This is an optimization exercise on Yosys and OpenROAD, whose aim is small area, not a production implementation.
Function was checked by simulation only, so behaviour that the tests miss may differ from the original.
Power and IR drop assume default switching activity.

==> flow/design.v <==
module top(
    input clk,
    input morse_in,
    input btn_space,
    input btn_newline,
    input rst_n,
    output tx_pin
);
    reg [7:0] ms_counter;
    wire ms_tick = (ms_counter == 8'd72);
    always @(posedge clk or negedge rst_n) begin
        if (!rst_n) ms_counter <= 8'd0;
        else if (ms_tick) ms_counter <= 8'd0;
        else ms_counter <= {ms_counter[6:0], ~(ms_counter[7] ^ ms_counter[6] ^ ms_counter[5])};
    end
    reg morse_sync_r1, morse_sync_r2, key_prev;
    always @(posedge clk or negedge rst_n) begin
        if (!rst_n) begin
            morse_sync_r1 <= 1'b0;
            morse_sync_r2 <= 1'b0;
            key_prev <= 1'b0;
        end else begin
            morse_sync_r1 <= morse_in;
            morse_sync_r2 <= morse_sync_r1;
            key_prev <= morse_sync_r2;
        end
    end
    wire key_pressed  =  morse_sync_r2 & ~key_prev;
    wire key_released = ~morse_sync_r2 &  key_prev;
    reg [12:0] db3_cnt, db4_cnt;
    reg db3_run, db4_run;
    reg db3_state, db4_state;
    wire db3_diff = btn_space ^ db3_state;
    wire db4_diff = btn_newline ^ db4_state;
    wire db3_flip = db3_diff & db3_run & (db3_cnt == 13'd311);
    wire db4_flip = db4_diff & db4_run & (db4_cnt == 13'd311);
    always @(posedge clk or negedge rst_n) begin
        if (!rst_n) begin
            db3_run <= 1'b0;
            db3_state <= 1'b0;
            db4_run <= 1'b0;
            db4_state <= 1'b0;
        end else begin
            db3_run <= db3_diff & ~db3_flip;
            db3_state <= db3_state ^ db3_flip;
            db4_run <= db4_diff & ~db4_flip;
            db4_state <= db4_state ^ db4_flip;
        end
    end
    always @(posedge clk) begin
        db3_cnt <= db3_run ? {db3_cnt[11:0], ~(db3_cnt[12] ^ db3_cnt[0])} : 13'd1;
        db4_cnt <= db4_run ? {db4_cnt[11:0], ~(db4_cnt[12] ^ db4_cnt[0])} : 13'd1;
    end
    wire btn3_pressed = ~db3_state;
    wire btn4_pressed = ~db4_state;
    reg btn3_prev, btn4_prev;
    always @(posedge clk) begin
        btn3_prev <= btn3_pressed;
        btn4_prev <= btn4_pressed;
    end
    wire btn3_just_pressed = btn3_pressed & ~btn3_prev;
    wire btn4_just_pressed = btn4_pressed & ~btn4_prev;
    wire manual_backspace_press = btn4_just_pressed &  btn3_pressed;
    wire manual_space_press     = btn3_just_pressed & ~btn4_pressed;
    wire manual_newline_press   = btn4_just_pressed & ~btn3_pressed;
    localparam S_IDLE = 2'd0, S_PRESSED = 2'd1, S_GAP = 2'd2;
    reg [1:0] state;
    reg [10:0] timer;
    reg gap_letter, gap_word;
    reg over50, over199;    
    wire [10:0] timer_inc = {timer[9:0], ~(timer[10] ^ timer[8])};
    wire is_idle    = (state == S_IDLE);
    wire is_pressed = (state == S_PRESSED);
    wire is_gap     = (state == S_GAP);
    wire long_press = is_pressed & ms_tick & (timer == 11'd935);
    wire line_fire  = is_gap & ms_tick & (timer == 11'd158);
    wire gap_line         = is_idle & timer[0];
    wire long_press_clear = is_idle & timer[10];
    wire new_sym   = is_pressed & ~long_press & key_released & over50;
    wire sym_dash  = over199;
    wire enter_pressed = key_pressed & ~is_pressed;
    always @(posedge clk or negedge rst_n) begin
        if (!rst_n) begin
            state <= S_IDLE;
        end else begin
            case (state)
                S_IDLE:    if (key_pressed) state <= S_PRESSED;
                S_PRESSED: if (long_press) state <= S_IDLE;
                           else if (key_released) state <= S_GAP;
                default:   if (line_fire) state <= S_IDLE;
                           else if (key_pressed) state <= S_PRESSED;
            endcase
        end
    end
    always @(posedge clk) begin
        gap_letter <= is_gap & ms_tick & (timer == 11'd442);
        gap_word   <= is_gap & ms_tick & (timer == 11'd1912);
        over50  <= ~enter_pressed & (over50  | (ms_tick & (timer == 11'd39)));
        over199 <= ~enter_pressed & (over199 | (ms_tick & (timer == 11'd1251)));
        case (state)
            S_IDLE: timer <= 11'd0;
            S_PRESSED: begin
                if (long_press) timer <= timer_inc;
                else if (key_released) timer <= 11'd0;
                else if (ms_tick) timer <= timer_inc;
            end
            default: begin
                if (line_fire) timer <= timer_inc;
                else if (key_pressed) timer <= 11'd0;
                else if (ms_tick) timer <= timer_inc;
            end
        endcase
    end
    reg [6:0] symbols;
    wire buf_clear_req = gap_letter | gap_word | gap_line | manual_backspace_press;
    wire buf_hold;
    wire letter_done;
    wire buf_clear = (buf_clear_req & ~buf_hold) | letter_done;
    wire [6:0] sym_base = buf_clear ? 7'd1 : symbols;
    always @(posedge clk or negedge rst_n) begin
        if (!rst_n) symbols <= 7'd1;
        else if (new_sym & ~sym_base[6]) symbols <= {sym_base[5:0], sym_dash};
        else if (buf_clear) symbols <= 7'd1;
    end
    reg [6:0] dec;
    always @(*) begin
        case (symbols)
            7'd5: dec = 7'h41;  
            7'd24: dec = 7'h42;  
            7'd26: dec = 7'h43;  
            7'd12: dec = 7'h44;  
            7'd2: dec = 7'h45;  
            7'd18: dec = 7'h46;  
            7'd14: dec = 7'h47;  
            7'd16: dec = 7'h48;  
            7'd4: dec = 7'h49;  
            7'd23: dec = 7'h4A;  
            7'd13: dec = 7'h4B;  
            7'd20: dec = 7'h4C;  
            7'd7: dec = 7'h4D;  
            7'd6: dec = 7'h4E;  
            7'd15: dec = 7'h4F;  
            7'd22: dec = 7'h50;  
            7'd29: dec = 7'h51;  
            7'd10: dec = 7'h52;  
            7'd8: dec = 7'h53;  
            7'd3: dec = 7'h54;  
            7'd9: dec = 7'h55;  
            7'd17: dec = 7'h56;  
            7'd11: dec = 7'h57;  
            7'd25: dec = 7'h58;  
            7'd27: dec = 7'h59;  
            7'd28: dec = 7'h5A;  
            7'd63: dec = 7'h30;  
            7'd47: dec = 7'h31;  
            7'd39: dec = 7'h32;  
            7'd35: dec = 7'h33;  
            7'd33: dec = 7'h34;  
            7'd32: dec = 7'h35;  
            7'd48: dec = 7'h36;  
            7'd56: dec = 7'h37;  
            7'd60: dec = 7'h38;  
            7'd62: dec = 7'h39;  
            default: dec = 7'h3F;
        endcase
    end
    localparam Q_SP   = 4'd0,   
               Q_LET  = 4'd1,   
               Q_LF   = 4'd2,   
               Q_BS3  = 4'd3,   
               Q_H    = 4'd4,   
               Q_CR   = 4'd5,   
               Q_BS0  = 4'd6,   
               Q_BS1  = 4'd7,   
               Q_SP2  = 4'd8,   
               Q_CLR0 = 4'd9,   
               Q_ESC1 = 4'd10,  
               Q_LB1  = 4'd11,  
               Q_TWO  = 4'd12,  
               Q_J    = 4'd13,  
               Q_ESC2 = 4'd14,  
               Q_LB2  = 4'd15;  
    reg [3:0] q;
    reg [3:0] bitpos;
    reg [4:0] bitclk;
    wire uart_free = (bitpos == 4'd1);
    wire bit_end = (bitclk == 5'd9);
    reg [3:0] q_next;
    reg q_last;
    reg [6:0] q_char;
    always @(*) begin
        q_last = 1'b0;
        case (q)
            Q_SP:    begin q_char = 7'h20; q_next = Q_SP;   q_last = 1'b1; end
            Q_LET:   begin q_char = dec;   q_next = Q_SP;   q_last = 1'b1; end
            Q_LF:    begin q_char = 7'h0A; q_next = Q_SP;   q_last = 1'b1; end
            Q_BS3:   begin q_char = 7'h08; q_next = Q_SP;   q_last = 1'b1; end
            Q_H:     begin q_char = 7'h48; q_next = Q_SP;   q_last = 1'b1; end
            Q_CR:    begin q_char = 7'h0D; q_next = Q_LF;   end
            Q_BS0:   begin q_char = 7'h08; q_next = Q_BS1;  end
            Q_BS1:   begin q_char = 7'h08; q_next = Q_SP2;  end
            Q_SP2:   begin q_char = 7'h20; q_next = Q_BS3;  end
            Q_CLR0:  begin q_char = 7'h1B; q_next = Q_ESC1; end
            Q_ESC1:  begin q_char = 7'h1B; q_next = Q_LB1;  end
            Q_LB1:   begin q_char = 7'h5B; q_next = Q_TWO;  end
            Q_TWO:   begin q_char = 7'h32; q_next = Q_J;    end
            Q_J:     begin q_char = 7'h4A; q_next = Q_ESC2; end
            Q_ESC2:  begin q_char = 7'h1B; q_next = Q_LB2;  end
            default: begin q_char = 7'h5B; q_next = Q_H;    end
        endcase
    end
    reg send;
    reg send_letter;
    reg [3:0] q_upd;
    always @(*) begin
        send = 1'b0;
        send_letter = 1'b0;
        q_upd = q;
        if (uart_free) begin
            if (q_last) begin
                if (manual_backspace_press) q_upd = Q_BS0;
                else if (long_press_clear) q_upd = Q_CLR0;
                else if (manual_space_press) begin
                    send = 1'b1; q_upd = Q_SP;
                end else if (manual_newline_press) begin
                    send = 1'b1; q_upd = Q_CR;
                end else if (gap_letter) begin
                    send = 1'b1; send_letter = 1'b1; q_upd = Q_LET;
                end else if (gap_word) begin
                    send = 1'b1; q_upd = Q_SP;
                end else if (gap_line) begin
                    send = 1'b1; q_upd = Q_CR;
                end
            end else begin
                send = 1'b1;
                q_upd = q_next;
            end
        end
    end
    assign buf_hold = send_letter | ((q == Q_LET) & ~uart_free);
    assign letter_done = (q == Q_LET) & (bitpos == 4'd0) & bit_end;
    always @(posedge clk or negedge rst_n) begin
        if (!rst_n) q <= Q_SP;
        else q <= q_upd;
    end
    always @(posedge clk or negedge rst_n) begin
        if (!rst_n) bitpos <= 4'd1;
        else if (send) bitpos <= 4'd6;
        else if (bit_end && !uart_free) bitpos <= bitpos + 4'd1;
    end
    always @(posedge clk) begin
        if (send) bitclk <= 5'd20;
        else bitclk <= bit_end ? 5'd0 : {bitclk[3:0], ~(bitclk[4] ^ bitclk[2])};
    end
    assign tx_pin = bitpos[3] ? (bitpos[2:0] != 3'd7 && q_char[bitpos[2:0]]) : (bitpos != 4'd7);
endmodule
==> flow/flow/run.sh <==
#!/bin/bash
set -euo pipefail
bash standard.sh ADDER_MAP_FILE= finish > flow_make.log 2>&1
==> flow/standard.sh <==
#!/bin/bash
# synth_recipe.tcl (not shown) runs the flow's synth.tcl, then flattens the netlist and writes it again
# the make line also repeats each setting of config.mk as NAME=value (left out here)
make -C /OpenROAD-flow-scripts/flow DESIGN_CONFIG=/design/flow/config.mk WORK_HOME=/design/flow/orfs CLKGATE_MAP_FILE= SYNTH_SCRIPT=/design/flow/synth_recipe.tcl "${@:-finish}"
==> flow/config.mk <==
export PLATFORM = sky130hd
export DESIGN_NAME = top
export DESIGN_NICKNAME = top
export VERILOG_FILES = /design/flow/design.v
export SDC_FILE = /design/flow/constraint.sdc
export NUM_CORES = 4
export LEC_CHECK = 0
export CAP_MARGIN = 20
export CORE_MARGIN = 2
export CORE_UTILIZATION = 40
export SLEW_MARGIN = 20
==> flow/constraint.sdc <==
create_clock -name core_clock -period 10.0 [get_ports {clk}]
set_input_delay 2.0000 -clock core_clock [delete_from_list [all_inputs] [get_ports {clk}]]
set_output_delay 2.0000 -clock core_clock [all_outputs]
set_load 0.01 [all_outputs]
==> run notes, run 1 <==
* Core Rows at 36
* Reg area at between 1500 and 2000 um^2
* Pwr/cell area at 191 nW/um^2
* GRT Overall Usage at around 16%
* Total core area at 9860 um^2
* GRT overflow at 0
* Crit path time final at 5.41 ns
* Worst skew pair latency at 0.34 ns
* Multi-input gate area at about 2100 um^2
* Max-Cap Viols at 0
* Ys async rst share at about two fifths
* Max H-tree Level at 3
* Peak Freq at approximately 180 MHz
* RePlAce Congestion at roughly 0.84
* DRC Markers at 0
* Final Hold Fails at 0
* Crit path kind: flip-flop to output pin
* Post-CTS Hold Buffers at 0
* Vias in the first global route at 2962
* Startpoint types: flip-flop
* Initial core utilization at approximately two fifths
* Largest net degree at the start of global routing at 33
* Ant diodes at 0
* VDD IR-drop max at 117 uV
* Main synth FF type: dfxtp_1
* Main area contributors after synthesis: dfxtp_1 (23%), dfrtp_1 (18%), and2_1 (4.6%), nor2_1 (3.7%), o21ai_0 (3.2%)
* Fillers at 954
* CTS tree: yes
* Wirelength per Cell at 14.3 um
* YS warnings at 1
* Vias/cell at approximately 5.7
* Slowest-stage cell, CP: dfrtp_1
* Final setup TNS at 0 ns
* Post-Route WL at 8320 um
* Clk root buf: clkbuf_8
* Final setup fails at 0
* CP Capture Type: output pin
* Post-CTS setup buffers at 0
* DP Wirelength at 5630 um
* Drt pass-1 iters at 5
* Sequential cell area fraction in the yosys report at ~43%
* Clock Skew at 0.0175 ns
* Leak at 1.63 nW
* Layout Area Growth over Synthesis at 6.54%
* Share of layout cells above drive strength 1 at under 10%
* Syn Nets at about 470
* Fin crit share at 54.1%
* Die W at 105 um
* Worst endpoint required time at about 8.0 ns
* Critical path peak fanout at 27
* Least-Margin Pin Slew at 0.933 ns
* Ports at 6
* Die area at 11100 um^2
* DIE HEIGHT at ~110 um
* Pre-CTS setup slack at 5.01 ns
* IO Port Bufs at 5
* Max Slew Vio Count at 0
* Final ANT Viol Nets at 0
* Count of different cell masters after synthesis at 68
* DR vias at 3297
* Max stage delay on crit path at 0.64 ns
* Slew headroom at 37.4%
* Yosys reg bits at 80
* Post-Synthesis Cell Area at 4090 um^2
* Initial antenna violation count at 0
* First-pass GRT wire length at roughly 14000 um
* Worst Hold Class: flip-flop to flip-flop
* Critical path cell sequence: or4b_1 -> a21oi_1 -> a2111oi_0 -> or4_1 -> a2111oi_1 -> a311oi_1 -> clkdlybuf4s50_1
* Post-cts sizing count at 0
* Syn Area/Cell at 8.76 um^2
* Post-synth top area share at 23.5%
* CTS sink count at 80
* Final worst setup slack at 4.59 ns
* Clk pin slew, worst setup/hold paths at 0.08 ns
* EDFF count, synth at 0
* Critical Path AT at 3.41 ns
* RSZ-0062 raised after global routing: no
* Area leader, netlist: dfxtp_1
* TritonCTS Buffers at 9
* Status: complete, no violations
* Nets at 448
* DRT iter0 DRCs at 197
* Longest Clk Path Bufs at 2
* Synth Instances at around 470
## placed cells by master, fill, tap and decap left out, types with 6 or more instances in the layout
cell type	n
a31oi_1	6
nand4_1	8
nand2b_1	12
nor2_1	40
clkbuf_8	11
and3_1	7
o21ai_0	26
dfrtp_1	30
mux2i_1	10
and2_1	30
nor3_1	14
nor2b_1	11
dfxtp_1	48
inv_1	14
nand3_1	15
a21oi_1	22
xnor2_1	9
o31ai_1	6
nand2_1	25
## cell families (layout without fill, tap and decap cells)
kind of cell	count (synthesis)	count (layout)	share of synthesized area, %
buffers and inverters	55	36	5.41
and+or+nand+nor	190	190	25.7
xor gates and xnor gates	14	14	3.00
AOI/OAI and AO/OA	116	116	19.8
muxes	12	12	3.00
DFF	80	80	43.1
## synth_stat cells (11+ instances only)
library cell,count
inv_1,14
nor3_1,14
nor2b_1,11
nand2b_1,12
dfrtp_1,30
and2_1,30
nor2_1,40
nand3_1,15
o21ai_0,26
nand2_1,25
a21oi_1,22
dfxtp_1,48
clkbuf_1,33
## per-stage QoR
stage / area, um^2 / hold slack (ns) / cells / utilization (%) / power, W
floorplan: 4090 / 0.331 / 467 / - / 0.000540
global placement: 4150 / 0.335 / 565 / 42.0 / 0.000588
detailed placement: 4150 / 0.343 / 565 / 42.0 / 0.000591
CTS: 4360 / 0.361 / 581 / 44.2 / 0.000842
global route: 4360 / 0.374 / 581 / 44.2 / 0.000886
finish: 4360 / 0.357 / 581 / 44.2 / 0.000835
## final timing paths
path	depth (start not counted)	slack (ns)	from	to
max	7	4.59	symbols[1]$_DFF_PN0_	tx_pin
max in group asynchronous	2	7.60	rst_n	symbols[0]$_DFF_PN1_
min	0	0.36	morse_sync_r1$_DFF_PN0_	morse_sync_r2$_DFF_PN0_
min reg2reg	0	0.36	morse_sync_r1$_DFF_PN0_	morse_sync_r2$_DFF_PN0_
min in group asynchronous	2	2.04	rst_n	ms_counter[6]$_DFF_PN0_
max reg2reg	6	7.47	ms_counter[5]$_DFF_PN0_	timer[6]$_DFF_P_
## layer usage
| metal | global-route usage, % | vias to the layer above | wire length, um |
|---|---|---|---|
| met5 | 0 | - | 0 |
| met4 | 4.48 | 0 | 94 |
| met3 | 3.24 | 10 | 385 |
| met2 | 23.3 | 82 | 3790 |
| met1 | 22.6 | 1566 | 4050 |
| li1 | - | 1639 | - |
## worst max-delay path: cells and delay by family (launching register included)
kind,cells,cell delay [ns]
AND/OR/NAND/NOR,2,1.18
flip-flops,1,0.64
AO/OA/AOI/OAI,4,0.76
buffers and inverters,1,0.49
## power breakdown
part / switching [W] / leakage (nW) / internal [W]
registers: 0.0000615 / 0.789 / 0.000355
logic: 0.0000918 / 0.733 / 0.0000788
clock network: 0.000117 / 0.106 / 0.000131
## cell type report
type | count | area share (%)
inverters | 14 | 1.21
repair buffers | 6 | 1.32
clock buffers | 11 | 3.47
multi-input cells | 332 | 48.3
clock inverters | 5 | 1.41
well taps | 133 | 3.82
flip-flops and latches | 80 | 40.5
## registers in the layout, indices dropped and copies added (netlist names), 2 cells and up
signal,count
bitclk,5
bitpos,4
db3_cnt,13
db4_cnt,13
ms_counter,8
q,4
state,2
symbols,7
timer,11
==> inputs of run 2 (changes only) <==
==> flow/run.sh (new file) <==
#!/bin/bash
# synth_recipe.tcl (not shown) runs the flow's synth.tcl, then flattens the netlist and writes it again
# the make line also repeats each setting of config.mk as NAME=value (left out here)
make -C /OpenROAD-flow-scripts/flow DESIGN_CONFIG=/design/flow/config.mk WORK_HOME=/design/flow/orfs CLKGATE_MAP_FILE= SYNTH_SCRIPT=/design/flow/synth_recipe.tcl finish
removed: flow/flow/run.sh
removed: flow/standard.sh
==> run notes, run 2 <==
* Syn Nets at 467 (was 472)
* DIE HEIGHT at 106 um (was 105 um)
* Most frequent cells in the layout: dfxtp_1 (48), nor2_1 (40), nand2_1 (32) (was dfxtp_1 (48), nor2_1 (40), and2_1 (30), dfrtp_1 (30), o21ai_0 (26))
* Largest net degree at the start of global routing at 33 (unchanged)
* Seq pwr share at 48.5% (was 49.9%)
* Startpoint types: flip-flop (unchanged)
* Most frequent cells after synthesis: dfxtp_1 (48), nor2_1 (40), nand2_1 (32), and2_1 (31), dfrtp_1 (30) (was dfxtp_1 (48), nor2_1 (40), clkbuf_1 (33), and2_1 (30), dfrtp_1 (30))
* First-pass GRT wire length at 13700 um (was 14400 um)
* Slowest-stage cell, CP: dfstp_2 (was dfrtp_1)
* Sequential cell area fraction in the yosys report at 42.6% (was 43.1%)
* Main synth FF type: dfxtp_1 (unchanged)
* Vias/cell at 5.33 (was 5.67)
* Placed instance count at 564 (was 565)
* Ys async rst share at 40.0% (unchanged)
* Post-CTS setup buffers at 0 (unchanged)
* Die area at 11200 um^2 (was 11100 um^2)
* RePlAce Congestion at 0.845 (was 0.835)
* VDD IR-drop max at 87.5 uV (was 117 uV)
* Ports at 6 (unchanged)
* Finished layout cell area at 4450 um^2 (was 4360 um^2)
* Clk pin slew, worst setup/hold paths at 0.08 ns (about the same)
* Share of layout cells above drive strength 1 at 8.33% (was 7.14%)
* Worst Hold Class: flip-flop to flip-flop (unchanged)
* Layout Area Growth over Synthesis at 7.55% (was 6.54%)
* RSZ-0062 raised after global routing: no (unchanged)
* Pwr/cell area at 192 nW/um^2 (was 191 nW/um^2)
* Yosys reg bits at 80 (unchanged)
* Cell with the most instances after synthesis: dfxtp_1 (unchanged)
* Final setup TNS at 0 ns (unchanged)
* Post-Synthesis Cell Area at 4140 um^2 (was 4090 um^2)
* DRT iter0 DRCs at 136 (was 197)
* Syn Area/Cell at 9.20 um^2 (was 8.76 um^2)
* Synth Instances at 450 (was 467)
* Post-CTS Hold Buffers at 0 (unchanged)
* CP Capture Type: output pin (unchanged)
* Total core area at 10200 um^2 (was 9860 um^2)
* Peak Freq at 190 MHz (was 185 MHz)
* YS warnings at 1 (unchanged)
* Nets at 456 (was 448)
* Initial antenna violation count at 0 (unchanged)
* Max stage delay on crit path at 0.61 ns (was 0.64 ns)
* Max Slew Vio Count at 0 (unchanged)
* Clk root buf: clkbuf_8 (unchanged)
* GRT Overall Usage at 14.9% (was 15.6%)
* Vias in the first global route at 2943 (was 2962)
* Switch Pwr at 0.000282 W (was 0.000271 W)
* GRT overflow at 0 (unchanged)
* Critical Path AT at 3.25 ns (was 3.41 ns)
* IO Port Bufs at 5 (unchanged)
* DRC Markers at 0 (unchanged)
* Post-Route WL at 7720 um (was 8320 um)
* Least-Margin Pin Slew at 0.767 ns (was 0.933 ns)
* Status: complete, no violations (unchanged)
* Critical path peak fanout at 8 (was 27)
* Max-Cap Viols at 0 (unchanged)
* Area after DPL at 4230 um^2 (was 4150 um^2)
* Critical path cell sequence: inv_1 -> ha_1 -> mux4_2 -> a21oi_1 -> o21ai_0 -> a221o_1 -> a32oi_1 -> clkdlybuf4s50_1 (was or4b_1 -> a21oi_1 -> a2111oi_0 -> or4_1 -> a2111oi_1 -> a311oi_1 -> clkdlybuf4s50_1)
* Longest Clk Path Bufs at 2 (unchanged)
* Fin crit share at 52.5% (was 54.1%)
* Post-cts sizing count at 0 (unchanged)
* Leak at 1.74 nW (was 1.63 nW)
* TritonCTS Buffers at 9 (unchanged)
* Area leader, netlist: dfxtp_1 (unchanged)
* Die W at 106 um (was 105 um)
* Internal Power at 0.000574 W (was 0.000564 W)
* Post-synth top area share at 23.2% (was 23.5%)
* Clock Skew at 0.0153 ns (was 0.0175 ns)
* Max H-tree Level at 3 (unchanged)
* Worst skew pair latency at 0.35 ns (was 0.34 ns)
* Final setup fails at 0 (unchanged)
* Slew headroom at 48.2% (was 37.4%)
* Finished Layout Cells at 580 (was 581)
* Clock network fraction of design power at 29.4% (was 29.7%)
* CTS tree: yes (unchanged)
* Wirelength per Cell at 13.3 um (was 14.3 um)
* Sw Share at 32.9% (was 32.4%)
* DR vias at 3094 (was 3297)
* Main area contributors after synthesis: dfxtp_1 (23%), dfrtp_1 (18%), and2_1 (4.7%), mux2i_1 (3.9%), ha_1 (3.6%) (was dfxtp_1 (23%), dfrtp_1 (18%), and2_1 (4.6%), nor2_1 (3.7%), o21ai_0 (3.2%))
* EDFF count, synth at 0 (unchanged)
* Final Hold Fails at 0 (unchanged)
* Crit path kind: flip-flop to output pin (unchanged)
* Logic pwr share at 22.1% (was 20.4%)
* CTS sink count at 80 (unchanged)
* DP Wirelength at 5520 um (was 5630 um)
* Initial core utilization at 40.7% (was 41.5%)
* Top flop regs: db3_cnt x13, db4_cnt x13, timer x11 (unchanged)
* Commonest non-fill, non-tap cell in the layout: dfxtp_1 (unchanged)
* Drt pass-1 iters at 4 (was 5)
* Count of different cell masters after synthesis at 71 (was 68)
* Core Rows at 37 (was 36)
* Worst endpoint required time at 8.00 ns (about the same)
* Ant diodes at 0 (unchanged)
* Crit path time final at 5.25 ns (was 5.41 ns)
* Final ANT Viol Nets at 0 (unchanged)
run 2: area by class of cell:
type,count,area (um^2)
Fill cell,1009,5730
Clock buffer,11,174
Inverter,15,56.3
Multi-Input combinational cell,327,2190
Clock inverter,5,46.3
Sequential cell,80,1760
Tap cell,136,170
Timing Repair Buffer,6,57.6
run 2: worst max-delay path, delay by kind of cell, from the launching register on:
family / cells / cell delay (ns)
compound gates: 4 / 0.76
buf+inv: 2 / 0.72
flops: 1 / 0.61
mux: 1 / 0.47
fa+ha+maj: 1 / 0.35
run 2: through the flow:
step | hold WS, ns | util, % | setup WS (ns) | power, W
6_report | 0.355 | 43.7 | 4.75 | 0.000856
3_5_place_dp | 0.337 | 41.6 | 5.11 | 0.000611
2_1_floorplan | 0.331 | - | 5.71 | 0.000564
5_1_grt | 0.368 | 43.7 | 4.54 | 0.000918
4_1_cts | 0.358 | 43.7 | 4.71 | 0.000868
3_3_place_gp | 0.334 | 41.6 | 5.13 | 0.000608
run 2: final timing paths:
path,startpoint,endpoint,slack [ns],depth (start not counted)
worst max-delay path,symbols[0]$_DFF_PN1_,tx_pin,4.75,8
worst min-delay path,morse_sync_r1$_DFF_PN0_,morse_sync_r2$_DFF_PN0_,0.35,0
worst max register to register,q[3]$_DFFE_PN0P_,symbols[1]$_DFF_PN0_,7.47,5
worst min register to register,morse_sync_r1$_DFF_PN0_,morse_sync_r2$_DFF_PN0_,0.35,0
max in group asynchronous,rst_n,symbols[0]$_DFF_PN1_,7.61,2
min in group asynchronous,rst_n,ms_counter[0]$_DFF_PN0_,2.04,2
run 2: power groups by stage:
| stage | logic (W) | registers [W] | clock network [W] |
|---|---|---|---|
| final | 0.000189 | 0.000415 | 0.000251 |
| after floorplan | 0.000179 | 0.000386 | 0 |
| after detailed placement | 0.000189 | 0.000422 | 0 |
| after global routing | 0.000216 | 0.000424 | 0.000278 |
| after CTS | 0.000190 | 0.000416 | 0.000263 |
| after global placement | 0.000188 | 0.000420 | 0 |
run 2: kinds of logic after synthesis:
family | Yosys count | synth area share (%)
fa+ha+maj | 12 | 3.63
xor+xnor | 12 | 2.54
buf+inv | 43 | 4.62
simple gates | 183 | 24.6
mux | 19 | 5.23
flops | 80 | 42.6
compound gates | 101 | 16.8
run 2: routing by layer:
metal  track usage (%)  routed length, um  up-vias
met5                 0                  0        -
met4              5.73                112        0
met3              2.84                225       11
met2              22.9               3460       43
met1              20.6               3920     1454
li1                  -                  -     1586
==> inputs of run 3 (changes only) <==
==> flow/flow/run.sh (new file) <==
#!/bin/bash
# Own layout flow: the standard flow (standard.sh), with two changes to
# synthesis only:
#  1. ADDER_MAP_FILE is empty, so Yosys does not turn XOR/AND pairs into
#     half-adder cells (extract_fa); ABC maps that logic instead.
#  2. After the standard synthesis, the combinational cells are re-mapped by
#     ABC with an area-oriented script (post_synth.sh). Every flip-flop cell
#     of the standard synthesis is kept as it is: same instance names, cell
#     types and Q net names. The re-mapped netlist is proven equivalent to the
#     standard one with Yosys (equiv_make/equiv_induct); if the proof fails the
#     standard netlist is used unchanged.
# Floorplan, placement, CTS, routing and finishing are standard.sh unchanged.
set -euo pipefail
WORK=$(pwd)
R=$WORK/orfs/results/$FLOW_PLATFORM/top/base
bash standard.sh ADDER_MAP_FILE= synth > log_1_synth.log 2>&1
cp $R/1_2_yosys.v $WORK/std_1_2_yosys.v
if bash flow/post_synth.sh $WORK/std_1_2_yosys.v $WORK/post_1_2_yosys.v > log_2_post_synth.log 2>&1; then
  cp $WORK/post_1_2_yosys.v $R/1_2_yosys.v
  rm -f $R/1_synth.odb $R/1_synth.sdc
  echo "post-synthesis netlist used" >> log_2_post_synth.log
else
  echo "post-synthesis failed or not proven; standard netlist kept" >> log_2_post_synth.log
fi
bash standard.sh ADDER_MAP_FILE= finish > log_3_finish.log 2>&1
==> flow/flow/area.abc (new file) <==
&get -n
&st
&deepsyn -T 120
&dch -f
&nf -R 1000
&put
==> flow/flow/post_synth.sh (new file) <==
#!/bin/bash
# post_synth.sh IN OUT: re-map the combinational cells of netlist IN with ABC,
# keeping its flip-flops, write OUT, and prove OUT equivalent to IN.
set -euo pipefail
IN=$1; OUT=$2
HERE=$(cd "$(dirname "$0")" && pwd)
YOSYS=$(command -v yosys || echo "$FLOW_HOME/../tools/install/yosys/bin/yosys")
PDIR=$FLOW_HOME/platforms/$FLOW_PLATFORM
LIB=$PDIR/lib/sky130_fd_sc_hd__tt_025C_1v80.lib
DU=""
for c in $(sed -n '/DONT_USE_CELLS += /,/^$/p' $PDIR/config.mk | tr -d '\\' | grep -o 'sky130_fd_sc_hd__[a-z0-9_]*'); do DU="$DU -dont_use $c"; done
$YOSYS -l log_post_synth_yosys.log -p "
read_liberty -ignore_miss_func $LIB
blackbox sky130_fd_sc_hd__df* sky130_fd_sc_hd__edf* sky130_fd_sc_hd__conb_1
read_verilog $IN
hierarchy -top $FLOW_TOP
flatten
rename -hide w:*.*
opt_clean
abc -liberty $LIB $DU -script $HERE/area.abc
setundef -zero
hilomap -singleton -hicell sky130_fd_sc_hd__conb_1 HI -locell sky130_fd_sc_hd__conb_1 LO
splitnets
opt_clean -purge
insbuf -buf sky130_fd_sc_hd__buf_4 A X
write_verilog -noattr -nohex -nodec $OUT
stat -liberty $LIB
"
$YOSYS -l log_post_synth_equiv.log -p "
read_liberty -ignore_miss_func $LIB
read_verilog $IN
rename $FLOW_TOP gold
read_verilog $OUT
rename $FLOW_TOP gate
flatten
rename -hide w:*.* w:_*_
opt_clean -purge
async2sync
equiv_make gold gate equiv
hierarchy -top equiv
equiv_simple -seq 2
equiv_induct
equiv_status -assert
"
==> flow/standard.sh (new file) <==
#!/bin/bash
# synth_recipe.tcl (not shown) runs the flow's synth.tcl, then flattens the netlist and writes it again
# the make line also repeats each setting of config.mk as NAME=value (left out here)
make -C /OpenROAD-flow-scripts/flow DESIGN_CONFIG=/design/flow/config.mk WORK_HOME=/design/flow/orfs CLKGATE_MAP_FILE= SYNTH_SCRIPT=/design/flow/synth_recipe.tcl "${@:-finish}"
removed: flow/run.sh
==> run notes, run 3 <==
* DIE HEIGHT at 95.9 um (was 106 um)
* Final worst setup slack at 4.90 ns (was 4.75 ns)
* Max-Cap Viols at 0 (unchanged)
* Core Rows at 33 (was 37)
* CP bufs+invs at 1 (was 2)
* Slowest-stage cell, CP: dfrtp_1 (was dfstp_2)
* Peak Freq at 196 MHz (was 190 MHz)
* Startpoint types: flip-flop (unchanged)
* TritonCTS Buffers at 9 (unchanged)
* Drt pass-1 iters at 4 (unchanged)
* Share of layout cells above drive strength 1 at 5.32% (was 8.33%)
* VDD IR-drop max at 70.6 uV (was 87.5 uV)
* First-pass GRT wire length at 11700 um (was 13700 um)
* Critical path peak fanout at 15 (was 8)
* Clock Skew at 0.0100 ns (was 0.0153 ns)
* Internal Power at 0.000547 W (was 0.000574 W)
* Syn Area/Cell at 9.57 um^2 (was 9.20 um^2)
* Fillers at 825 (was 1009)
* Vias in the first global route at 2499 (was 2943)
* Worst skew pair latency at 0.35 ns (about the same)
* Finished Layout Cells at 481 (was 580)
* Max stage delay on crit path at 0.62 ns (was 0.61 ns)
* DRC Markers at 0 (unchanged)
* Die area at 9200 um^2 (was 11200 um^2)
* Clock network fraction of design power at 28.0% (was 29.4%)
* Hold Slack at 0.351 ns (was 0.355 ns)
* Pre-CTS setup slack at 5.29 ns (was 5.11 ns)
* Initial core utilization at 41.1% (was 40.7%)
* CP Capture Type: output pin (unchanged)
* Final Hold Fails at 0 (unchanged)
* IO Port Bufs at 5 (unchanged)
* Post-Route WL at 6560 um (was 7720 um)
* Max Slew Vio Count at 0 (unchanged)
* Fin crit share at 51.0% (was 52.5%)
* Final setup TNS at 0 ns (unchanged)
* RePlAce Congestion at 0.895 (was 0.845)
* Nets at 376 (was 456)
* Synth Instances at 353 (was 450)
* Crit path time final at 5.10 ns (was 5.25 ns)
* Leak at 1.45 nW (was 1.74 nW)
* Clk pin slew, worst setup/hold paths at 0.08 ns (about the same)
* Final Total Pwr at 0.000821 W (was 0.000856 W)
* Critical path cell sequence: nand2b_1 -> nand2_1 -> a211o_1 -> o2111ai_1 -> nor2_1 -> o21ai_0 -> a21oi_1 -> o31ai_1 -> a22o_1 -> clkdlybuf4s50_1 (was inv_1 -> ha_1 -> mux4_2 -> a21oi_1 -> o21ai_0 -> a221o_1 -> a32oi_1 -> clkdlybuf4s50_1)
* Syn Nets at 358 (was 467)
* Initial antenna violation count at 0 (unchanged)
* Seq pwr share at 50.3% (was 48.5%)
* GRT Overall Usage at 16.4% (was 14.9%)
* Least-Margin Pin Slew at 0.689 ns (was 0.767 ns)
* Post-CTS setup buffers at 0 (unchanged)
* Placed instance count at 465 (was 564)
* CTS tree: yes (unchanged)
* GRT overflow at 0 (unchanged)
* Post-Synthesis Cell Area at 3380 um^2 (was 4140 um^2)
* Worst Hold Class: flip-flop to flip-flop (unchanged)
* Commonest non-fill, non-tap cell in the layout: dfxtp_1 (unchanged)
* CTS sink count at 80 (unchanged)
* Ports at 6 (unchanged)
* DRT iter0 DRCs at 138 (was 136)
* YS warnings at 1 (unchanged)
* Post-CTS Hold Buffers at 0 (unchanged)
* Most frequent cells in the layout: dfxtp_1 (48), nand2_1 (35), dfrtp_1 (30) (was dfxtp_1 (48), nor2_1 (40), nand2_1 (32))
* Slew headroom at 53.9% (was 48.2%)
* Die W at 95.9 um (was 106 um)
* Top flop regs: db3_cnt x13, db4_cnt x13, timer x11 (unchanged)
* Logic pwr share at 21.7% (was 22.1%)
* Wirelength per Cell at 13.6 um (was 13.3 um)
* Switch Pwr at 0.000274 W (was 0.000282 W)
* Pwr/cell area at 218 nW/um^2 (was 192 nW/um^2)
* Ant diodes at 0 (unchanged)
* Largest net degree at the start of global routing at 33 (unchanged)
* RSZ-0062 raised after global routing: no (unchanged)
* Status: complete, no violations (unchanged)
* Layout Area Growth over Synthesis at 11.6% (was 7.55%)
* Longest Clk Path Bufs at 2 (unchanged)
* Max H-tree Level at 3 (unchanged)
* Clk root buf: clkbuf_8 (unchanged)
* Worst endpoint required time at 8.00 ns (about the same)
* Total core area at 8220 um^2 (was 10200 um^2)
* Critical Path AT at 3.10 ns (was 3.25 ns)
* DR vias at 2637 (was 3094)
* Delay-heaviest family, CP: compound AO/OA/AOI/OAI gates (unchanged)
* DP Wirelength at 4550 um (was 5520 um)
* Sw Share at 33.3% (was 32.9%)
* Post-cts sizing count at 0 (unchanged)
* Final ANT Viol Nets at 0 (unchanged)
* Vias/cell at 5.48 (was 5.33)
* Crit path kind: flip-flop to output pin (unchanged)
* Final setup fails at 0 (unchanged)
==> run 3: cell type report <==
cell class | instances | area (um^2) | share of cell area [%]
Clock buffer | 10 | 149 | 3.95
Clock inverter | 6 | 47.5 | 1.26
Multi-Input combinational cell | 264 | 1580 | 41.9
Tap cell | 105 | 131 | 3.48
Timing Repair Buffer | 7 | 65.1 | 1.73
Sequential cell | 80 | 1760 | 46.8
Inverter | 9 | 33.8 | 0.896
==> run 3: final timing paths <==
check	from	end	slack, ns	cells after the start
setup / recovery	symbols[3]$_DFF_PN0_	tx_pin	4.90	10
hold / removal	morse_sync_r1$_DFF_PN0_	morse_sync_r2$_DFF_PN0_	0.35	0
setup reg to reg	q[0]$_DFFE_PN0P_	symbols[2]$_DFF_PN0_	7.25	11
hold reg to reg	morse_sync_r1$_DFF_PN0_	morse_sync_r2$_DFF_PN0_	0.35	0
max in group asynchronous	rst_n	symbols[0]$_DFF_PN1_	7.62	2
min in group asynchronous	rst_n	bitpos[2]$_DFFE_PN0P_	2.04	2
==> run 3: layer usage <==
layer / wire (um) / track usage, % / vias to the layer above
li1: - / - / 1333
met1: 3330 / 23.4 / 1238
met4: 150 / 7.02 / 0
met3: 276 / 4.23 / 14
met5: 0 / 0 / -
met2: 2800 / 23.5 / 52
==> run 3: power by group through the flow <==
stage / combinational, W / sequential [W] / clock, W
2_1_floorplan: 0.000138 / 0.000403 / 0
3_3_place_gp: 0.000177 / 0.000420 / 0
3_5_place_dp: 0.000178 / 0.000420 / 0
4_1_cts: 0.000179 / 0.000413 / 0.000239
5_1_grt: 0.000207 / 0.000421 / 0.000254
6_report: 0.000178 / 0.000413 / 0.000230
==> run 3: per-stage QoR <==
step,instance area [um^2],util (%)
after global placement,3570,43.5
after floorplan,3380,-
after detailed placement,3570,43.5
after CTS,3770,45.9
after global routing,3770,45.9
final,3770,45.9
==> inputs of run 4 (changes only) <==
--- a/flow/design.v
+++ b/flow/design.v
@@ -15,15 +15,12 @@
     end
     reg morse_sync_r1, morse_sync_r2, key_prev;
     always @(posedge clk or negedge rst_n) begin
-        if (!rst_n) begin
-            morse_sync_r1 <= 1'b0;
-            morse_sync_r2 <= 1'b0;
-            key_prev <= 1'b0;
-        end else begin
-            morse_sync_r1 <= morse_in;
-            morse_sync_r2 <= morse_sync_r1;
-            key_prev <= morse_sync_r2;
-        end
+        if (!rst_n) morse_sync_r1 <= 1'b0;
+        else morse_sync_r1 <= morse_in;
+    end
+    always @(posedge clk) begin
+        morse_sync_r2 <= morse_sync_r1;
+        key_prev <= morse_sync_r2;
     end
     wire key_pressed  =  morse_sync_r2 & ~key_prev;
     wire key_released = ~morse_sync_r2 &  key_prev;
@@ -67,18 +64,16 @@
     reg [1:0] state;
     reg [10:0] timer;
     reg gap_letter, gap_word;
-    reg over50, over199;    
-    wire [10:0] timer_inc = {timer[9:0], ~(timer[10] ^ timer[8])};
+    wire [10:0] timer_inc = timer + 11'd1;
     wire is_idle    = (state == S_IDLE);
     wire is_pressed = (state == S_PRESSED);
     wire is_gap     = (state == S_GAP);
-    wire long_press = is_pressed & ms_tick & (timer == 11'd935);
-    wire line_fire  = is_gap & ms_tick & (timer == 11'd158);
-    wire gap_line         = is_idle & timer[0];
-    wire long_press_clear = is_idle & timer[10];
-    wire new_sym   = is_pressed & ~long_press & key_released & over50;
-    wire sym_dash  = over199;
-    wire enter_pressed = key_pressed & ~is_pressed;
+    wire long_press = is_pressed & ms_tick & (timer == 11'd2000);
+    wire line_fire  = is_gap & ms_tick & (timer == 11'd1200);
+    wire gap_line         = is_idle & timer[10] & ~timer[9];
+    wire long_press_clear = is_idle & timer[9];
+    wire new_sym   = is_pressed & ~long_press & key_released & (timer > 11'd50);
+    wire sym_dash  = (timer >= 11'd200);
     always @(posedge clk or negedge rst_n) begin
         if (!rst_n) begin
             state <= S_IDLE;
@@ -93,10 +88,8 @@
         end
     end
     always @(posedge clk) begin
-        gap_letter <= is_gap & ms_tick & (timer == 11'd442);
-        gap_word   <= is_gap & ms_tick & (timer == 11'd1912);
-        over50  <= ~enter_pressed & (over50  | (ms_tick & (timer == 11'd39)));
-        over199 <= ~enter_pressed & (over199 | (ms_tick & (timer == 11'd1251)));
+        gap_letter <= is_gap & ms_tick & (timer == 11'd400);
+        gap_word   <= is_gap & ms_tick & (timer == 11'd700);
         case (state)
             S_IDLE: timer <= 11'd0;
             S_PRESSED: begin
--- a/flow/flow/run.sh
+++ b/flow/flow/run.sh
@@ -9,6 +9,8 @@
 #     types and Q net names. The re-mapped netlist is proven equivalent to the
 #     standard one with Yosys (equiv_make/equiv_induct); if the proof fails the
 #     standard netlist is used unchanged.
+# Port buffers are sky130_fd_sc_hd__buf_1 (BUFFER_PORTS_ARGS) instead of the
+# default choice.
 # Floorplan, placement, CTS, routing and finishing are standard.sh unchanged.
 set -euo pipefail
 WORK=$(pwd)
@@ -22,4 +24,4 @@
 else
   echo "post-synthesis failed or not proven; standard netlist kept" >> log_2_post_synth.log
 fi
-bash standard.sh ADDER_MAP_FILE= finish > log_3_finish.log 2>&1
+bash standard.sh ADDER_MAP_FILE= "BUFFER_PORTS_ARGS=-buffer_cell sky130_fd_sc_hd__buf_1" finish > log_3_finish.log 2>&1
==> run notes, run 4 <==
* Worst skew pair latency at 0.35 ns (about the same)
* Ports at 6 (unchanged)
* Final setup fails at 0 (unchanged)
* Critical path peak fanout at 10 (was 15)
* Vias in the first global route at 2598 (was 2499)
* Vias/cell at 5.41 (was 5.48)
* Internal Power at 0.000508 W (was 0.000547 W)
* CTS sink count at 78 (was 80)
* Hold Slack at 0.347 ns (was 0.351 ns)
* DIE HEIGHT at 96.1 um (was 95.9 um)
* Nets at 393 (was 376)
* YS warnings at 1 (unchanged)
* Seq pwr share at 52.9% (was 50.3%)
* TritonCTS Buffers at 9 (unchanged)
* Worst Hold Class: flip-flop to flip-flop (unchanged)
* Post-cts sizing count at 0 (unchanged)
* Syn Area/Cell at 9.14 um^2 (was 9.57 um^2)
* Final setup TNS at 0 ns (unchanged)
* GRT overflow at 0 (unchanged)
* Crit path kind: flip-flop to output pin (unchanged)
* CP Capture Type: output pin (unchanged)
* Commonest non-fill, non-tap cell in the layout: dfxtp_1 (unchanged)
* Drt pass-1 iters at 4 (unchanged)
* Core Rows at 33 (unchanged)
* Hold Crit Depth at 0 (unchanged)
* Max Slew Vio Count at 0 (unchanged)
* VDD IR-drop max at 86.6 uV (was 70.6 uV)
* DR vias at 2693 (was 2637)
* Syn Nets at 376 (was 358)
* Post-CTS setup buffers at 0 (unchanged)
* Sw Share at 34.1% (was 33.3%)
* Post-Route WL at 6700 um (was 6560 um)
* Die area at 9230 um^2 (was 9200 um^2)
* CTS tree: yes (unchanged)
* GRT Overall Usage at 16.8% (was 16.4%)
* Crit path time final at 5.43 ns (was 5.10 ns)
* Peak Freq at 184 MHz (was 196 MHz)
* Switch Pwr at 0.000263 W (was 0.000274 W)
* Leak at 1.44 nW (was 1.45 nW)
* Wirelength per Cell at 13.5 um (was 13.6 um)
* Clock Skew at 0.0132 ns (was 0.0100 ns)
* Worst R2R Path Depth at 10 (was 11)
* Worst endpoint required time at 8.00 ns (about the same)
* Status: complete, no violations (unchanged)
* Largest net degree at the start of global routing at 31 (was 33)
* Post-Synthesis Cell Area at 3390 um^2 (was 3380 um^2)
* Longest Clk Path Bufs at 2 (unchanged)
* IO Port Bufs at 5 (unchanged)
* Final Hold Fails at 0 (unchanged)
* Die W at 96.1 um (was 95.9 um)
* Logic pwr share at 19.2% (was 21.7%)
* Final worst setup slack at 4.57 ns (was 4.90 ns)
* Total core area at 8220 um^2 (unchanged)
* Least-Margin Pin Slew at 0.925 ns (was 0.689 ns)
* Clock network fraction of design power at 27.9% (was 28.0%)
* Top flop regs: db3_cnt x13, db4_cnt x13, timer x11 (unchanged)
* Clk pin slew, worst setup/hold paths at 0.09 ns (was 0.08 ns)
* Slew headroom at 38.3% (was 53.9%)
* Pre-CTS setup slack at 4.99 ns (was 5.29 ns)
* Fin crit share at 54.3% (was 51.0%)
* Startpoint types: flip-flop (unchanged)
* Max H-tree Level at 3 (unchanged)
* Final ANT Viol Nets at 0 (unchanged)
* Pwr/cell area at 207 nW/um^2 (was 218 nW/um^2)
* Most frequent cells in the layout: dfxtp_1 (48), nand2_1 (41), dfrtp_1 (28) (was dfxtp_1 (48), nand2_1 (35), dfrtp_1 (30))
* RSZ-0062 raised after global routing: no (unchanged)
* Post-CTS Hold Buffers at 0 (unchanged)
* Max-Cap Viols at 0 (unchanged)
* RePlAce Congestion at 0.895 (about the same)
* Initial core utilization at 41.3% (was 41.1%)
* Critical Path AT at 3.43 ns (was 3.10 ns)
* Layout Area Growth over Synthesis at 10.0% (was 11.6%)
* Synth Instances at 371 (was 353)
* DP Wirelength at 4730 um (was 4550 um)
* First-pass GRT wire length at 12200 um (was 11700 um)
* Clk root buf: clkbuf_8 (unchanged)
* Ant diodes at 0 (unchanged)
* DRT iter0 DRCs at 90 (was 138)
* Initial antenna violation count at 0 (unchanged)
* DRC Markers at 0 (unchanged)
* Share of layout cells above drive strength 1 at 5.09% (was 5.32%)
## run 4: cell types whose count changed in the layout (fill, tap and decap cells not counted), sizes merged, moves of 4 or more
| cell | previous run | this run |
|---|---|---|
| and3 | 2 | 10 |
| o21ai | 13 | 23 |
| nand2 | 35 | 41 |
| clkdlybuf4s50 | 5 | 0 |
| clkinv | 10 | 14 |
| a22o | 13 | 4 |
## run 4: area by class of cell
| class | count | area [um^2] |
|---|---|---|
| flip-flops and latches | 78 | 1710 |
| multi-input cells | 281 | 1630 |
| fillers | 799 | 4490 |
| clock inverters | 7 | 57.6 |
| well taps | 105 | 131 |
| inverters | 12 | 45.0 |
| clock buffers | 9 | 124 |
| repair buffers | 6 | 27.5 |
## run 4: per-stage QoR
| step | cell area (um^2) | std cells | utilization [%] | total power [W] |
|---|---|---|---|---|
| floorplan | 3390 | 371 | - | 0.000515 |
| global placement | 3550 | 482 | 43.2 | 0.000560 |
| detailed placement | 3550 | 482 | 43.2 | 0.000561 |
| CTS | 3730 | 498 | 45.4 | 0.000778 |
| global route | 3730 | 498 | 45.4 | 0.000827 |
| finish | 3730 | 498 | 45.4 | 0.000771 |
## run 4: worst max-delay path, stage by stage (launching register included)
cell	delay, ns
dfstp_2	0.64
clkinv_1	0.19
xnor2_1	0.17
nand3_1	0.10
nand2_1	0.06
a2111oi_0	0.74
nand3b_1	0.17
a41oi_1	0.28
o311ai_0	0.16
o22ai_1	0.17
o311ai_0	0.17
nand2_1	0.10
buf_1	0.15
## run 4: final timing paths
path / from / to / slack, ns
worst max register to register: ms_counter[2]$_DFF_PN0_ / timer[10]$_DFF_P_ / 6.94
max in group asynchronous: rst_n / symbols[1]$_DFF_PN0_ / 7.82
worst max-delay path: symbols[0]$_DFF_PN1_ / tx_pin / 4.57
worst min register to register: morse_sync_r1$_DFF_PN0_ / morse_sync_r2$_DFF_P_ / 0.35
min in group asynchronous: rst_n / db4_state$_DFF_PN0_ / 1.70
worst min-delay path: morse_sync_r1$_DFF_PN0_ / morse_sync_r2$_DFF_P_ / 0.35
## run 4: power by group through the flow
stage                     combinational (W)  clock [W]  sequential (W)
after floorplan                    0.000120          0        0.000395
after global placement             0.000146          0        0.000413
after detailed placement           0.000147          0        0.000414
after CTS                          0.000148   0.000223        0.000407
after global routing               0.000173   0.000239        0.000415
final                              0.000148   0.000215        0.000408
## run 4: layer usage
| layer | up-vias | track usage, % | part of all wire [%] |
|---|---|---|---|
| li1 | 1378 | - | - |
| met1 | 1265 | 22.8 | 51 |
| met2 | 43 | 26.2 | 45 |
| met3 | 7 | 4.39 | 3.1 |
| met4 | 0 | 5.71 | 1.2 |
| met5 | - | 0 | 0 |
==> inputs of run 5 (changes only) <==
--- a/flow/flow/run.sh
+++ b/flow/flow/run.sh
@@ -10,8 +10,9 @@
 #     standard one with Yosys (equiv_make/equiv_induct); if the proof fails the
 #     standard netlist is used unchanged.
 # Port buffers are sky130_fd_sc_hd__buf_1 (BUFFER_PORTS_ARGS) instead of the
-# default choice.
-# Floorplan, placement, CTS, routing and finishing are standard.sh unchanged.
+# default choice, and clock tree synthesis inserts no dummy loads
+# (CTS_ARGS adds -dont_use_dummy_load to the standard arguments).
+# Otherwise floorplan, placement, CTS, routing and finishing are standard.sh.
 set -euo pipefail
 WORK=$(pwd)
 R=$WORK/orfs/results/$FLOW_PLATFORM/top/base
@@ -24,4 +25,5 @@
 else
   echo "post-synthesis failed or not proven; standard netlist kept" >> log_2_post_synth.log
 fi
-bash standard.sh ADDER_MAP_FILE= "BUFFER_PORTS_ARGS=-buffer_cell sky130_fd_sc_hd__buf_1" finish > log_3_finish.log 2>&1
+bash standard.sh ADDER_MAP_FILE= "BUFFER_PORTS_ARGS=-buffer_cell sky130_fd_sc_hd__buf_1" \
+  "CTS_ARGS=-sink_clustering_enable -repair_clock_nets -dont_use_dummy_load" finish > log_3_finish.log 2>&1
==> run notes, run 5 <==
* Status: complete, no violations (unchanged)
* Final setup fails at 0 (unchanged)
* Crit path capture: tx_pin (unchanged)
* Initial antenna violation count at 0 (unchanged)
* DP Wirelength at 4680 um (was 4730 um)
* Seq pwr share at 53.4% (was 52.9%)
* Clk root buf: clkbuf_8 (unchanged)
* Worst skew pair latency at 0.35 ns (about the same)
* DRC Markers at 0 (unchanged)
* Max H-tree Level at 3 (unchanged)
* Reg area at 1710 um^2 (unchanged)
* TritonCTS Buffers at 9 (unchanged)
* CP Capture Type: output pin (unchanged)
* Worst R2R Path Depth at 14 (was 10)
* Die W at 95.6 um (was 96.1 um)
* Total core area at 8180 um^2 (was 8220 um^2)
* DRT iter0 DRCs at 122 (was 90)
* GRT overflow at 0 (unchanged)
* Post-Synthesis Cell Area at 3360 um^2 (was 3390 um^2)
* CTS sink count at 78 (unchanged)
* Post-cts sizing count at 0 (unchanged)
* Crit path kind: flip-flop to output pin (unchanged)
* Final ANT Viol Nets at 0 (unchanged)
* Synth Instances at 364 (was 371)
* RePlAce Congestion at 0.916 (was 0.895)
* Syn Nets at 369 (was 376)
* Top flop regs: db3_cnt x13, db4_cnt x13, timer x11 (unchanged)
* Peak Freq at 197 MHz (was 184 MHz)
* Max-Cap Viols at 0 (unchanged)
* CTS tree: yes (unchanged)
* Leak at 1.34 nW (was 1.44 nW)
* Startpoint types: flip-flop (unchanged)
* Least-Margin Pin Slew at 0.831 ns (was 0.925 ns)
* DIE HEIGHT at 95.6 um (was 96.1 um)
* Most frequent cells in the layout: dfxtp_1 (48), nor2_1 (39), nand2_1 (38) (was dfxtp_1 (48), nand2_1 (41), dfrtp_1 (28))
* Internal Power at 0.000506 W (was 0.000508 W)
* VDD IR-drop max at 93.8 uV (was 86.6 uV)
* Fin util at 44.5% (was 45.4%)
* Share of layout cells above drive strength 1 at 3.43% (was 5.09%)
* Clk pin slew, worst setup/hold paths at 0.06 ns (was 0.09 ns)
* Die area at 9140 um^2 (was 9230 um^2)
* Clock network fraction of design power at 23.5% (was 27.9%)
* IO Port Bufs at 5 (unchanged)
* Area after DPL at 3510 um^2 (was 3550 um^2)
* Finished layout cell area at 3640 um^2 (was 3730 um^2)
* Slew headroom at 44.1% (was 38.3%)
* Post-CTS setup buffers at 0 (unchanged)
* Drt pass-1 iters at 4 (unchanged)
* Initial core utilization at 41.0% (was 41.3%)
* Sw Share at 33.3% (was 34.1%)
* Crit path time final at 5.08 ns (was 5.43 ns)
* Multi-input gate area at 1610 um^2 (was 1630 um^2)
* Clock Skew at 0.0193 ns (was 0.0132 ns)
* DR vias at 2733 (was 2693)
* Post-Route WL at 6690 um (was 6700 um)
* Final setup TNS at 0 ns (unchanged)
* Critical path peak fanout at 12 (was 10)
* GRT Overall Usage at 16.3% (was 16.8%)
* Logic pwr share at 23.0% (was 19.2%)
* Nets at 386 (was 393)
* Ports at 6 (unchanged)
* Largest net degree at the start of global routing at 31 (unchanged)
* Post-CTS Hold Buffers at 0 (unchanged)
* Hold Crit Depth at 0 (unchanged)
* Wirelength per Cell at 13.8 um (was 13.5 um)
* Ant diodes at 0 (unchanged)
* Final Hold Fails at 0 (unchanged)
* Syn Area/Cell at 9.22 um^2 (was 9.14 um^2)
* First-pass GRT wire length at 11700 um (was 12200 um)
* Layout Area Growth over Synthesis at 8.43% (was 10.0%)
* Pwr/cell area at 208 nW/um^2 (was 207 nW/um^2)
* Fin crit share at 50.8% (was 54.3%)
* Worst Hold Class: flip-flop to flip-flop (unchanged)
* Vias in the first global route at 2510 (was 2598)
* Max Slew Vio Count at 0 (unchanged)
* Critical Path Start: symbols[4]$_DFF_PN0_ (was symbols[0]$_DFF_PN1_)
* Commonest non-fill, non-tap cell in the layout: dfxtp_1 (unchanged)
* RSZ-0062 raised after global routing: no (unchanged)
* Longest Clk Path Bufs at 2 (unchanged)
* Fillers at 804 (was 799)
* Switch Pwr at 0.000252 W (was 0.000263 W)
* YS warnings at 1 (unchanged)
* FF-to-FF Start: q[0]$_DFFE_PN0P_ (was ms_counter[2]$_DFF_PN0_)
* Worst flop-to-flop path endpoint: bitpos[1]$_DFFE_PN0P_ (was timer[10]$_DFF_P_)
* Reg2Reg Setup Slack at 7.06 ns (was 6.94 ns)
* Critical Path AT at 3.08 ns (was 3.43 ns)
* Core Rows at 33 (unchanged)
* Vias/cell at 5.65 (was 5.41)
* Worst endpoint required time at 8.00 ns (about the same)
[run 5: worst min-delay path by stage]
stage                                  from                    end  slack [ns]
floorplan           morse_sync_r1$_DFF_PN0_  morse_sync_r2$_DFF_P_        0.32
global placement    morse_sync_r1$_DFF_PN0_  morse_sync_r2$_DFF_P_        0.33
detailed placement  morse_sync_r1$_DFF_PN0_  morse_sync_r2$_DFF_P_        0.33
CTS                 morse_sync_r1$_DFF_PN0_  morse_sync_r2$_DFF_P_        0.35
global route        morse_sync_r1$_DFF_PN0_  morse_sync_r2$_DFF_P_        0.36
finish              morse_sync_r1$_DFF_PN0_  morse_sync_r2$_DFF_P_        0.34
[run 5: final cells by class]
| type | count | area share, % |
|---|---|---|
| multi-input combinational | 278 | 44.3 |
| timing repair buffer | 6 | 0.757 |
| clock buffer | 9 | 3.40 |
| sequential | 78 | 47.1 |
| tap | 105 | 3.61 |
| inverter | 8 | 0.825 |
[run 5: power groups by stage]
stage | Clock, W | Sequential (W) | Combinational (W)
after floorplan | 0 | 0.000393 | 0.000137
after global placement | 0 | 0.000411 | 0.000171
after detailed placement | 0 | 0.000410 | 0.000173
after CTS | 0.000187 | 0.000403 | 0.000173
after global routing | 0.000199 | 0.000413 | 0.000197
final | 0.000178 | 0.000405 | 0.000175
[run 5: worst max-delay path: stages (launching register included)]
cell and delay (ns):
dfrtp_1 0.51, nor2_1 0.30, a21oi_1 0.07, nor3_1 0.35, nor2_1 0.10, a2111oi_0 0.35
o21ai_0 0.16, nand3_1 0.10, a21boi_0 0.11, a311oi_1 0.33, nor2_1 0.08, a21oi_1 0.12
buf_1 0.16
[run 5: metrics by stage]
step | setup WS (ns) | power (W) | hold WS, ns | instances
floorplan | 5.71 | 0.000530 | 0.324 | 364
global placement | 5.41 | 0.000582 | 0.327 | 475
detailed placement | 5.36 | 0.000583 | 0.331 | 475
CTS | 4.97 | 0.000764 | 0.346 | 484
global route | 4.66 | 0.000809 | 0.363 | 484
finish | 4.92 | 0.000758 | 0.343 | 484
[run 5: metal layers]
layer  global-route usage (%)  part of all wire [%]
met4                     7.02                   2.1
met2                     24.8                    45
met3                     3.79                   3.6
met5                        0                     0
met1                     22.1                    49
==> inputs of run 6 (changes only) <==
==> flow/flow/area.abc (replaced) <==
&get -n
&st
&deepsyn -T 60
&dch -f
&nf -R 1000
&st
&deepsyn -T 60
&dch -f
&nf -R 1000
&st
&deepsyn -T 60
&dch -f
&nf -R 1000
&put
==> run notes, run 6 <==
* Leak at 1.39 nW (was 1.34 nW)
* Slowest-stage cell, CP: dfstp_2 (was dfrtp_1)
* Core Rows at 33 (unchanged)
* Clk root buf: clkbuf_8 (unchanged)
* Final Hold Fails at 0 (unchanged)
* Sw Share at 32.1% (was 33.3%)
* Fin util at 44.6% (was 44.5%)
* DRT iter0 DRCs at 185 (was 122)
* GRT overflow at 0 (unchanged)
* Logic pwr share at 20.6% (was 23.0%)
* Pwr/cell area at 202 nW/um^2 (was 208 nW/um^2)
* Post-Route WL at 6650 um (was 6690 um)
* DRC Markers at 0 (unchanged)
* Worst endpoint required time at 8.00 ns (about the same)
* Fillers at 805 (was 804)
* Commonest non-fill, non-tap cell in the layout: dfxtp_1 (unchanged)
* Critical path peak fanout at 14 (was 12)
* Synth Instances at 363 (was 364)
* Max Slew Vio Count at 0 (unchanged)
* Worst Hold Class: flip-flop to flip-flop (unchanged)
* CP bufs+invs at 2 (was 1)
* Initial core utilization at 41.2% (was 41.0%)
* Final ANT Viol Nets at 0 (unchanged)
* CP Capture Type: output pin (unchanged)
* Total core area at 8180 um^2 (unchanged)
* Worst skew pair latency at 0.35 ns (about the same)
* Most frequent cells in the layout: dfxtp_1 (48), nor2_1 (35), nand2_1 (33) (was dfxtp_1 (48), nor2_1 (39), nand2_1 (38))
* IO Port Bufs at 5 (unchanged)
* Max stage delay on crit path at 0.65 ns (was 0.51 ns)
* CTS sink count at 78 (unchanged)
* Longest Clk Path Bufs at 2 (unchanged)
* Vias in the first global route at 2563 (was 2510)
* Max H-tree Level at 3 (unchanged)
* Syn Area/Cell at 9.29 um^2 (was 9.22 um^2)
* Die W at 95.8 um (was 95.6 um)
* First-pass GRT wire length at 12000 um (was 11700 um)
* TritonCTS Buffers at 9 (unchanged)
* Die area at 9180 um^2 (was 9140 um^2)
* Least-Margin Pin Slew at 0.893 ns (was 0.831 ns)
* GRT Overall Usage at 16.8% (was 16.3%)
* Peak Freq at 166 MHz (was 197 MHz)
* Critical Path AT at 4.04 ns (was 3.08 ns)
* Crit path time final at 6.04 ns (was 5.08 ns)
* Slew headroom at 40.5% (was 44.1%)
* Seq pwr share at 55.4% (was 53.4%)
* Ports at 6 (unchanged)
* Fin crit share at 60.4% (was 50.8%)
* Switch Pwr at 0.000237 W (was 0.000252 W)
* Top flop regs: db3_cnt x13, db4_cnt x13, timer x11 (unchanged)
* Post-CTS Hold Buffers at 0 (unchanged)
* DP Wirelength at 4630 um (was 4680 um)
* Nets at 384 (was 386)
* Internal Power at 0.000500 W (was 0.000506 W)
* Clk pin slew, worst setup/hold paths at 0.08 ns (was 0.06 ns)
* Critical path cell sequence: clkinv_1 -> nand2_1 -> or2_0 -> nor2_1 -> o221a_1 -> nor4_1 -> a211o_1 -> nand2_1 -> o21a_1 -> o32ai_1 -> nor4_1 -> or4_1 -> a22o_1 -> o21ai_0 -> buf_1 (was nor2_1 -> a21oi_1 -> nor3_1 -> nor2_1 -> a2111oi_0 -> o21ai_0 -> nand3_1 -> a21boi_0 -> a311oi_1 -> nor2_1 -> a21oi_1 -> buf_1)
* Post-CTS setup buffers at 0 (unchanged)
* Crit path kind: flip-flop to output pin (unchanged)
* RePlAce Congestion at 0.889 (was 0.916)
* Final setup fails at 0 (unchanged)
* Delay-heaviest family, CP: simple AND/OR/NAND/NOR gates (was compound AO/OA/AOI/OAI gates)
* Wirelength per Cell at 13.8 um (about the same)
* Layout Area Growth over Synthesis at 8.17% (was 8.43%)
* Largest net degree at the start of global routing at 31 (unchanged)
* Ant diodes at 0 (unchanged)
* Syn Nets at 368 (was 369)
* Drt pass-1 iters at 5 (was 4)
* DIE HEIGHT at 95.8 um (was 95.6 um)
* RSZ-0062 raised after global routing: no (unchanged)
* Vias/cell at 5.51 (was 5.65)
* VDD IR-drop max at 74.4 uV (was 93.8 uV)
* Clock network fraction of design power at 24.0% (was 23.5%)
* CTS tree: yes (unchanged)
* Post-cts sizing count at 0 (unchanged)
* Startpoint types: flip-flop (unchanged)
* YS warnings at 1 (unchanged)
* Clock Skew at 0.0205 ns (was 0.0193 ns)
* Post-Synthesis Cell Area at 3370 um^2 (was 3360 um^2)
* Status: complete, no violations (unchanged)
* Max-Cap Viols at 0 (unchanged)
* Initial antenna violation count at 0 (unchanged)
* DR vias at 2657 (was 2733)
* Final setup TNS at 0 ns (unchanged)
* Share of layout cells above drive strength 1 at 3.18% (was 3.43%)
## run 6: worst paths after layout
kind,cells after the start,slack (ns),to,from
worst max-delay path,15,3.96,tx_pin,symbols[0]$_DFF_PN1_
worst min-delay path,0,0.35,morse_sync_r2$_DFF_P_,morse_sync_r1$_DFF_PN0_
worst max register to register,10,6.70,bitpos[2]$_DFFE_PN0P_,q[3]$_DFFE_PN0P_
worst min register to register,0,0.35,morse_sync_r2$_DFF_P_,morse_sync_r1$_DFF_PN0_
max in group asynchronous,1,7.76,db4_state$_DFF_PN0_,rst_n
min in group asynchronous,1,1.73,state[1]$_DFFE_PN0P_,rst_n
## run 6: through the flow
stage               hold WS (ns)  power, W  instance area (um^2)  worst slack (ns)  instances
finish                     0.350  0.000737                  3650              3.96        482
global route               0.373  0.000792                  3650              3.64        482
CTS                        0.350  0.000745                  3650              3.96        482
detailed placement         0.329  0.000566                  3520              4.34        473
global placement           0.332  0.000563                  3520              4.40        473
floorplan                  0.324  0.000519                  3370              4.75        363
## run 6: layer usage
layer	vias up	GRT usage, %	wire length (um)
met2	59	25.1	2920
met5	-	0	0
li1	1360	-	-
met1	1228	23.4	3330
met4	0	5.71	107
met3	10	4.62	282
## run 6: power by group through the flow
| stage | Sequential (W) | Clock (W) | Combinational (W) |
|---|---|---|---|
| 2_1_floorplan | 0.000396 | 0 | 0.000123 |
| 3_3_place_gp | 0.000414 | 0 | 0.000149 |
| 3_5_place_dp | 0.000414 | 0 | 0.000152 |
| 4_1_cts | 0.000407 | 0.000184 | 0.000153 |
| 5_1_grt | 0.000418 | 0.000200 | 0.000173 |
| 6_report | 0.000408 | 0.000177 | 0.000152 |
## run 6: final cells by class
type	count	area, um^2	share of cell area [%]
Sequential cell	78	1710	47.0
Inverter	8	30.0	0.824
Clock buffer	9	124	3.40
Timing Repair Buffer	5	20.0	0.549
Tap cell	105	131	3.60
Multi-Input combinational cell	277	1630	44.6
## run 6: worst register-to-register path, delay by kind of cell (launching register included)
kind / cells / cell delay (ns)
DFF: 1 / 0.56
AOI/OAI and AO/OA: 8 / 1.92
and+or+nand+nor: 2 / 0.70

==> what the ideal ports hide <==
No port has a modelled driver above. Below, the same layouts with a new extraction and two added sets of constraints.
Step 1 assumes that a clkbuf_16 drives the clock port and a buf_2 every other input.
Step 2, shift: input delay + t, output delay - t, t = (earliest + latest rising clock arrival at the registers) / 2. This alone moves slack from input paths to output paths.
a / b / c = ideal ports / drivers / drivers and shift; a / b = the first two.
| run | shift t [ns] | slack for setup (ns) | worst hold slack (ns) | clock arrival spread, ns | slew at the worst register clock pin (ns) |
|---|---|---|---|---|---|
| run 1 | 0.366 | 4.594 / 4.560 / 4.926 | 0.357 / 0.357 / 0.357 | 0.017 / 0.018 | 0.09 / 0.09 |
| run 2 | 0.370 | 4.749 / 4.719 / 5.090 | 0.355 / 0.355 / 0.355 | 0.016 / 0.015 | 0.09 / 0.09 |
| run 3 | 0.374 | 4.898 / 4.870 / 5.244 | 0.351 / 0.351 / 0.351 | 0.010 / 0.010 | 0.09 / 0.09 |
| run 4 | 0.372 | 4.570 / 4.541 / 4.913 | 0.347 / 0.347 / 0.347 | 0.013 / 0.013 | 0.09 / 0.09 |
| run 5 | 0.368 | 4.922 / 4.894 / 5.262 | 0.343 / 0.343 / 0.343 | 0.021 / 0.020 | 0.08 / 0.08 |
| run 6 | 0.366 | 3.960 / 3.931 / 4.297 | 0.350 / 0.350 / 0.350 | 0.023 / 0.022 | 0.08 / 0.08 |
After both steps setup and hold are still met in every run listed.
